This design comes from an exercise in tuning for small area, a short achievable clock period and few clock cycles per item on the open sky130 flow, not from production work. RTL that was checked went through simulation tests only; none was proved equivalent to the original.

the baseline:
==> flow/design.v (excerpt) <==
module circ(clk, reset, pushin, Xin, Rin, pushout, Yout);
  input clk, reset, pushin;
  input [23:0] Xin, Rin;
  output pushout;
  output [23:0] Yout;
  reg [5:0] v;
  always @(posedge clk or posedge reset)
    if (reset) v <= 0;
    else v <= {v[4:0], pushin};
  assign pushout = v[5];
  reg [23:0] X, R;
  always @(posedge clk) begin X <= Xin; R <= Rin; end
  wire p1 = R[0];
  wire p2 = ~X[0];
  wire p3 = (R[0] & R[1]);
  wire p4 = ~(X[0] & X[1]);
  wire p5 = R[1];
  wire p6 = ~X[1];
  wire p7 = (R[0] & R[2]);
  wire p8 = ~(X[0] & X[2]);
  wire p9 = (R[0] & R[3]);
  wire p10 = ~(X[0] & X[3]);
  wire p11 = (R[1] & R[2]);
  wire p12 = ~(X[1] & X[2]);
  wire p13 = R[2];
  wire p14 = ~X[2];
  wire p15 = (R[0] & R[4]);
  wire p16 = ~(X[0] & X[4]);
  wire p17 = (R[1] & R[3]);
  wire p18 = ~(X[1] & X[3]);
  wire p19 = (R[0] & R[5]);
  wire p20 = ~(X[0] & X[5]);
  wire p21 = (R[1] & R[4]);
  wire p22 = ~(X[1] & X[4]);
  wire p23 = (R[2] & R[3]);
  wire p24 = ~(X[2] & X[3]);
  wire p25 = R[3];
  wire p26 = ~X[3];
  wire p27 = (R[0] & R[6]);
  wire p28 = ~(X[0] & X[6]);
  wire p29 = (R[1] & R[5]);
  wire p30 = ~(X[1] & X[5]);
  wire p31 = (R[2] & R[4]);
  wire p32 = ~(X[2] & X[4]);
  wire p33 = (R[0] & R[7]);
  wire p34 = ~(X[0] & X[7]);
  wire p35 = (R[1] & R[6]);
  wire p36 = ~(X[1] & X[6]);
  wire p37 = (R[2] & R[5]);
  wire p38 = ~(X[2] & X[5]);
  wire p39 = (R[3] & R[4]);
  wire p40 = ~(X[3] & X[4]);
  wire p41 = R[4];
  wire p42 = ~X[4];
  wire p43 = (R[0] & R[8]);
  wire p44 = ~(X[0] & X[8]);
  wire p45 = (R[1] & R[7]);
  wire p46 = ~(X[1] & X[7]);
  wire p47 = (R[2] & R[6]);
  wire p48 = ~(X[2] & X[6]);
  wire p49 = (R[3] & R[5]);
  wire p50 = ~(X[3] & X[5]);
  wire p51 = (R[0] & R[9]);
  wire p52 = ~(X[0] & X[9]);
  wire p53 = (R[1] & R[8]);
  wire p54 = ~(X[1] & X[8]);
  wire p55 = (R[2] & R[7]);
  wire p56 = ~(X[2] & X[7]);
  wire p57 = (R[3] & R[6]);
  wire p58 = ~(X[3] & X[6]);
  wire p59 = (R[4] & R[5]);
  wire p60 = ~(X[4] & X[5]);
  wire p61 = R[5];
  wire p62 = ~X[5];
  wire p63 = (R[0] & R[10]);
  wire p64 = ~(X[0] & X[10]);
  wire p65 = (R[1] & R[9]);
  wire p66 = ~(X[1] & X[9]);
  wire p67 = (R[2] & R[8]);
  wire p68 = ~(X[2] & X[8]);
  wire p69 = (R[3] & R[7]);
  wire p70 = ~(X[3] & X[7]);
  wire p71 = (R[4] & R[6]);
  wire p72 = ~(X[4] & X[6]);
  wire p73 = (R[0] & R[11]);
  wire p74 = ~(X[0] & X[11]);
  ...
export LEC_CHECK = 0
export CAP_MARGIN = 20
export CORE_MARGIN = 2
export CORE_UTILIZATION = 40
export SLEW_MARGIN = 20
export SYNTH_HIERARCHICAL = 1
export SYNTH_MINIMUM_KEEP_SIZE = 0
create_clock -name core_clock -period 80.0 [get_ports {clk}]
run.sh (not shown) runs the stock make flow with config.mk's settings and CLKGATE_MAP_FILE= SYNTH_SCRIPT=/design/flow/synth_recipe.tcl, a recipe that flattens the netlist after the stock synthesis.
The baseline: no failed stages, no open violations at the end
#### Input delta (the candidate over the baseline)
Settings: swapping 20 for 70 in SLEW_MARGIN; swapping 20 for 60 in CAP_MARGIN.
Notes after the runs:
- First-iteration DRC count: higher on the candidate
- Diff the baseline..the candidate | global router's overall resource usage | negligible
- Looking at the reports, the candidate completed the entire flow and the layout it produced met the timing, design-rule and antenna checks.
No run of this note included a check of the RTL's function; only the layout flow was run.

## 05-13
Another version of the RTL of circ (not shown whole).
For scale: roughly 4000 cells after synthesis, about 76 I/O pins, about 34000 um2 of cells after synthesis.
==> flow/config.mk <==
export PLATFORM = sky130hd
export DESIGN_NAME = circ
export DESIGN_NICKNAME = circ
export VERILOG_FILES = /design/flow/design.v
export SDC_FILE = /design/flow/constraint.sdc
export NUM_CORES = 4
export LEC_CHECK = 0
export ABC_AREA = 1
export CAP_MARGIN = 20
export CORE_MARGIN = 2
export CORE_UTILIZATION = 65
export CTS_CLUSTER_DIAMETER = 100
export CTS_CLUSTER_SIZE = 30
export SLEW_MARGIN = 20
export SYNTH_HIERARCHICAL = 1
export SYNTH_MINIMUM_KEEP_SIZE = 0
==> flow/constraint.sdc <==
create_clock -name core_clock -period 80.0 [get_ports {clk}]
set_input_delay 16.0000 -clock core_clock [delete_from_list [all_inputs] [get_ports {clk}]]
set_output_delay 16.0000 -clock core_clock [all_outputs]
set_load 0.01 [all_outputs]
standard.sh (not shown) runs the stock make flow with config.mk's settings and CLKGATE_MAP_FILE= SYNTH_SCRIPT=/design/flow/synth_recipe.tcl, a recipe that flattens the netlist after the stock synthesis.
==> flow/flow/run.sh <==
#!/bin/bash
# Own flow: the standard layout (standard.sh: unchanged synthesis and steps),
# except that the port buffers that ORFS's buffer_ports inserts on every input
# and output are sky130_fd_sc_hd__buf_2 cells, and clock tree synthesis gets
# explicit arguments. All of make's output goes to standard.log in the work
# folder; each ORFS step keeps its own log under orfs/logs/.
set -euo pipefail
export BUFFER_PORTS_ARGS="-buffer_cell sky130_fd_sc_hd__buf_2"
export CTS_ARGS="-sink_clustering_enable -repair_clock_nets -sink_clustering_size 30 -sink_clustering_max_diameter 100 -sink_clustering_levels 1"
bash standard.sh finish > standard.log 2>&1
Testbench counts of 05-13, summed over its fixed seeds: cycles 160,040, items 160,000.
#### Input delta (06-15 over 05-13)
==> flow/flow/run.sh <==
#!/bin/bash
# Own flow: the standard layout (standard.sh, unchanged synthesis and steps),
# except that the port buffers that ORFS's buffer_ports inserts on every input
# and output are sky130_fd_sc_hd__buf_2 cells instead of the default choice.
# All of make's output goes to standard.log in the work folder; each ORFS step
# keeps its own log under orfs/logs/.
set -euo pipefail
export BUFFER_PORTS_ARGS="-buffer_cell sky130_fd_sc_hd__buf_2"
bash standard.sh finish > standard.log 2>&1
Notes after the runs:
06-15 against 05-13: arithmetic-cell share of the synthesized area counting full adders, half adders and majority gates was more or less identical; total global-route track usage did not really move.
On standard cell core area, 06-15 and 05-13 are neck and neck.
Diff 05-13..06-15 | data arrival at the endpoint of the critical path | negligible
06-15 and 05-13 ended up with nearly the same post-route cell area.
Looking at 06-15 and 05-13, the met2 wire length is a wash.
Flip-flop and latch count came out exactly the same in 06-15 and 05-13.
05-13 → 06-15: final routed wirelength across all metal layers essentially unchanged, area occupied by registers saw little to no change.
05-13 → 06-15: site row count roughly the same; clock buffer instance count of the final layout roughly the same.

Another version of the RTL of circ (not shown whole).
Size in the first run: roughly 220 flip-flops, about 76 I/O pins, about 34000 sq um of cells after synthesis.
==> flow/config.mk <==
export PLATFORM = sky130hd
export DESIGN_NAME = circ
export DESIGN_NICKNAME = circ
export VERILOG_FILES = /design/flow/design.v
export SDC_FILE = /design/flow/constraint.sdc
export NUM_CORES = 4
export LEC_CHECK = 0
export ABC_AREA = 1
export CAP_MARGIN = 20
export CORE_MARGIN = 2
export CORE_UTILIZATION = 65
export CTS_CLUSTER_DIAMETER = 100
export CTS_CLUSTER_SIZE = 30
export SLEW_MARGIN = 20
export SYNTH_HIERARCHICAL = 1
export SYNTH_MINIMUM_KEEP_SIZE = 0
==> flow/constraint.sdc <==
create_clock -name core_clock -period 80.0 [get_ports {clk}]
set_input_delay 16.0000 -clock core_clock [delete_from_list [all_inputs] [get_ports {clk}]]
set_output_delay 16.0000 -clock core_clock [all_outputs]
set_load 0.01 [all_outputs]
run.sh (not shown) runs the stock make flow with config.mk's settings and CLKGATE_MAP_FILE= SYNTH_SCRIPT=/design/flow/synth_recipe.tcl, a recipe that flattens the netlist after the stock synthesis.
Stock flow here: none of the scripts above is used.
Testbench counts at the start, summed over its fixed seeds: cycles 160,040, items 160,000.
Rerun with:
Settings changed: CORE_UTILIZATION 65 to 40, CTS_BUF_LIST set to sky130_fd_sc_hd__clkbuf_4 sky130_fd_sc_hd__clkbuf_8, CTS_CLUSTER_DIAMETER 100 to unset, CTS_CLUSTER_SIZE 30 to unset.
Effect: The changed run passed the timing, design-rule and antenna checks; synthesized cell count stays the same; final area went up by a few percent; via count barely changes; area after synthesis does not change; non-clock buffer count went up by 2; count of clock-buffer cells in the layout went up by 46; worst setup slack got worse by 0.068 ns.
Rerun with:
Settings changed: CORE_UTILIZATION 40 to 65, CTS_BUF_LIST sky130_fd_sc_hd__clkbuf_4 sky130_fd_sc_hd__clkbuf_8 to unset, CTS_CLUSTER_DIAMETER set to 80, CTS_CLUSTER_SIZE set to 40.
What happened: The new run produced a clean layout. Worst setup slack gets better by 0.051 ns. Cell area came out lower by a few percent. Routed wire length went down by a few percent. Utilization increases by 26 points. Clock-buffer cell count came out lower by 42. Clock skew grows by 0.013 ns. Global-route usage grows by 12 points.
Rerun with:
==> flow/flow/run.sh (new file) <==
#!/bin/bash
# Own flow: the standard layout (standard.sh, unchanged synthesis and steps),
# except that the port buffers that ORFS's buffer_ports inserts on every input
# and output are sky130_fd_sc_hd__buf_2 cells instead of the default choice.
# All of make's output goes to standard.log in the work folder; each ORFS step
# keeps its own log under orfs/logs/.
set -euo pipefail
export BUFFER_PORTS_ARGS="-buffer_cell sky130_fd_sc_hd__buf_2"
bash standard.sh finish > standard.log 2>&1
==> flow/standard.sh (new file) <==
#!/bin/bash
# synth_recipe.tcl (not shown) runs the flow's synth.tcl, then flattens the netlist and writes it again
# the make line also repeats each setting of config.mk as NAME=value (left out here)
make -C /OpenROAD-flow-scripts/flow DESIGN_CONFIG=/design/flow/config.mk WORK_HOME=/design/flow/orfs CLKGATE_MAP_FILE= SYNTH_SCRIPT=/design/flow/synth_recipe.tcl "${@:-finish}"
Settings changed: CTS_CLUSTER_DIAMETER 80 to unset, CTS_CLUSTER_SIZE 40 to unset.
removed: flow/run.sh
Outcome: Wire length climbs by 2.0%. Core utilization is about the same. Synthesized area is unchanged.
Rerun with:
Settings changed: CTS_CLUSTER_DIAMETER set to 100, CTS_CLUSTER_SIZE set to 30.
Effect:
- non-clock buffer count is unchanged
- synthesized cell count stays the same
- global-route usage shrinks by 0.16 points
- worst setup slack gets better by 0.022 ns
Rerun with:
==> flow/run.sh (new file) <==
#!/bin/bash
# synth_recipe.tcl (not shown) runs the flow's synth.tcl, then flattens the netlist and writes it again
# the make line also repeats each setting of config.mk as NAME=value (left out here)
make -C /OpenROAD-flow-scripts/flow DESIGN_CONFIG=/design/flow/config.mk WORK_HOME=/design/flow/orfs CLKGATE_MAP_FILE= SYNTH_SCRIPT=/design/flow/synth_recipe.tcl finish
Settings changed: CORE_UTILIZATION 65 to 80.
removed: flow/flow/run.sh
removed: flow/standard.sh
- setup slack degrades by 0.38 ns
- global-route usage came out higher by 9.3 points
- non-clock buffer count came out lower by 1
- cell area hardly moves
- area after synthesis is unchanged
- routed wire length came out higher by a few percent

static timing again, ports no longer ideal:
The results above use ideal ports. As a check the final layouts listed here were re-extracted and re-timed, cells and wires unchanged.
Step 1 assumes that a clkbuf_16 drives the clock port and a buf_2 every other input.
Step 2 moves the port delays by t, midway between the first and last clock arrival at a register: inputs arrive t later, outputs are due t later. That takes back most of the time a late clock gives input paths.
Slacks: ideal ports / drivers / drivers and shift; pairs: ideal ports / drivers.
run | shift t [ns] | slack for setup (ns) | cell pins on the clock port's net
the baseline | 0.646 | 62.566 / 62.503 / 63.149 | 1
the candidate | 0.647 | 62.565 / 62.501 / 63.147 | 1
05-13 | 0.585 | 62.994 / 62.930 / 63.515 | 1
06-15 | 0.585 | 62.994 / 62.930 / 63.515 | 1
the first run of note 3 | 0.598 | 62.587 / 62.525 / 63.123 | 1
the second run of note 3 | 0.706 | 62.519 / 62.456 / 63.162 | 1
the third run of note 3 | 0.604 | 62.570 / 62.508 / 63.112 | 1
the fourth run of note 3 | 0.641 | 62.942 / 62.883 / 63.524 | 1
the fifth run of note 3 | 0.587 | 62.964 / 62.904 / 63.491 | 1
the sixth run of note 3 | 0.581 | 62.583 / 62.522 / 63.103 | 1
After both steps every run listed still meets setup and hold.
